Background: an optimization exercise with open tools, aiming at small area, a short achievable clock period and few clock cycles. Do not read the settings as production practice.

Setup of the baseline:
==> flow/design.v <==
`timescale 1ns / 1ps
`default_nettype none
module rx_packet_handler #(
	parameter DATA_WIDTH = 128,
	parameter DEBUG_EN = 0
	)(
	input  wire                    axi_clk,
	input  wire                    axi_aresetn,
	output wire [63:0]             m_axis_eth_tdata,
	output wire [7:0]              m_axis_eth_tuser,
	output wire                    m_axis_eth_tlast,
	output wire [7:0]              m_axis_eth_tkeep,
	output wire                    m_axis_eth_tvalid,
	input  wire                    m_axis_eth_tready,
	output wire [31:0]             addr_o,
	input  wire [DATA_WIDTH-1:0]   data_i,
	output wire                    en_o,
	output wire                    rst_o,
	output wire [DATA_WIDTH/8-1:0] wea_o,
	output wire                    wren_o,
	input  wire [31:0]             pkt_addr_i,
	input  wire [15:0]             pkt_len_i,
	input  wire                    pkt_addr_v_i,
	output wire                    pkt_ack_o
	);
reg            valid;       
reg  [1:0]     sel_lo;      
reg  [1:0]     sel_hi;      
reg            beat_end;    
reg            tlast;       
reg            line_last;   
reg [2:0]      last_keep;   
reg            ack_late;    
reg [6:0]      line;        
reg            ack_next;    
wire [11:0] len      = pkt_len_i[11:0];           
wire        len_z    = len[3:0] == 4'd0;           
wire        last_two = len_z | (len[3:0] > 4'd8);  
wire free    = ~valid | (m_axis_eth_tready & beat_end);
wire rd      = free & pkt_addr_v_i & ~ack_late;
wire first   = line == 7'd0;
wire rd_last = first ? len <= 12'd16 : ack_next;
always @(posedge axi_clk) begin
	if (~axi_aresetn) begin
		valid    <= 1'b0;
		ack_late <= 1'b0;
		ack_next <= 1'b0;
		line     <= 7'd0;
	end else begin
		ack_late <= rd & first & rd_last;
		if (rd) begin
			line     <= rd_last ? 7'd0 : line + 7'd1;
			ack_next <= ~rd_last & (len_z ? {1'b0, line} + 8'd2 == len[11:4]
			                              : {1'b0, line} + 8'd1 == len[11:4]);
			valid    <= 1'b1;
		end else if (m_axis_eth_tready & beat_end) begin
			valid    <= 1'b0;
		end
	end
end
always @(posedge axi_clk) begin
	if (rd) begin
		sel_lo    <= 2'b11;
		sel_hi    <= 2'b00;
		beat_end  <= rd_last & ~last_two;
		tlast     <= rd_last & ~last_two;
		line_last <= rd_last;
		last_keep <= pkt_len_i[2:0];
	end else if (m_axis_eth_tready) begin
		sel_lo[0] <= 1'b0;
		sel_hi[0] <= 1'b1;
		beat_end  <= 1'b1;
		tlast     <= line_last;
	end
	if (~rd & m_axis_eth_tready & valid) begin
		sel_lo[1] <= 1'b0;
		sel_hi[1] <= 1'b1;
	end
end
genvar i;
generate
	for (i = 0; i < 64; i = i + 1) begin : g_tdata
		assign m_axis_eth_tdata[i] = (sel_lo[i/32] & data_i[i]) | (sel_hi[i/32] & data_i[64+i]);
	end
endgenerate
assign m_axis_eth_tuser  = 8'h00;
assign m_axis_eth_tlast  = tlast;
generate
	for (i = 0; i < 8; i = i + 1) begin : g_tkeep
		assign m_axis_eth_tkeep[i] = ~tlast | (last_keep == 3'd0) | (last_keep > i);
	end
endgenerate
assign m_axis_eth_tvalid = valid;
assign addr_o    = {15'd0, pkt_addr_i[16:11], line, 4'h0};
assign en_o      = rd;
assign rst_o     = 1'b0;
assign wea_o     = {(DATA_WIDTH/8){1'b0}};
assign wren_o    = 1'b0;
assign pkt_ack_o = ack_late | (rd & ack_next);
endmodule
`default_nettype wire
export LEC_CHECK = 0
export CAP_MARGIN = 20
export CORE_AREA = 4 4 104 104
export CTS_BUF_LIST = sky130_fd_sc_hd__clkbuf_8 sky130_fd_sc_hd__clkbuf_16
export CTS_CLUSTER_DIAMETER = 500
export CTS_CLUSTER_SIZE = 100
export DIE_AREA = 0 0 108 108
export SETUP_SLACK_MARGIN = 1.35
export SLEW_MARGIN = 20
create_clock -name core_clock -period 3.0 [get_ports {axi_clk}]
standard.sh (not shown) runs the stock make flow with config.mk's settings and CLKGATE_MAP_FILE= SYNTH_SCRIPT=/design/flow/synth_recipe.tcl, a recipe that flattens the netlist after the stock synthesis.
==> flow/flow/run.sh <==
#!/bin/bash
# Own layout flow: the standard flow (standard synthesis unchanged), with
# one change: the port buffers are the smallest buffer instead of the delay
# cell buffer_ports picks by default, and a single tie cell per constant value.
set -euo pipefail
bash standard.sh \
  "BUFFER_PORTS_ARGS=-buffer_cell sky130_fd_sc_hd__buf_1" \
  "SKIP_REPAIR_TIE_FANOUT=1" \
  finish > flow_make.log 2>&1
For the candidate, these inputs were changed with respect to the baseline:
- SETUP_SLACK_MARGIN: 1.35 -> 1.1
Results
The candidate did not stop at any stage, and its layout met the timing, DRC and antenna checks.
The leading cell category by total area comes out buffers in one run and multi-input gates in the other, namely in the baseline and the candidate respectively.
On portion of the clock cycle consumed by the worst path in the final layout, the candidate and the baseline are basically level.
The candidate vs the baseline: overall fraction of global-route tracks in use down
Relative to the baseline, the cell count of the candidate is lower by 9.
Taking the baseline as the reference, in the candidate count of buffers added by post-CTS timing repair for setup increased by 2 relative to the old numbers; max-capacitance violation count saw little to no change; detailed-routing wirelength on met1 fell 13%.
No functional check of the RTL was part of any run of this note.

[what the ideal ports hide]
No port has a modelled driver above. Below, the same layouts with a new extraction and two added sets of constraints.
Step 1 sets driving cells, clkbuf_16 on the clock port and buf_2 on the other inputs (assumed; they add their load-dependent delay and slew).
Step 2 moves the port delays by t, midway between the first and last clock arrival at a register: inputs arrive t later, outputs are due t later. That takes back most of the time a late clock gives input paths.
a / b / c = no drivers / after step 1 / after step 2; a / b = the first two.
run	t (ns)	setup slack, ns	worst register clock-pin slew, ns
the baseline	0.280	0.962 / 0.939 / 0.683	0.08 / 0.08
the candidate	0.279	0.962 / 0.941 / 0.695	0.08 / 0.08
After both steps setup and hold are still met in every run listed. For the baseline, which loses most, drivers alone change the setup slack by -0.023 ns; drivers and shift together by -0.279 ns.
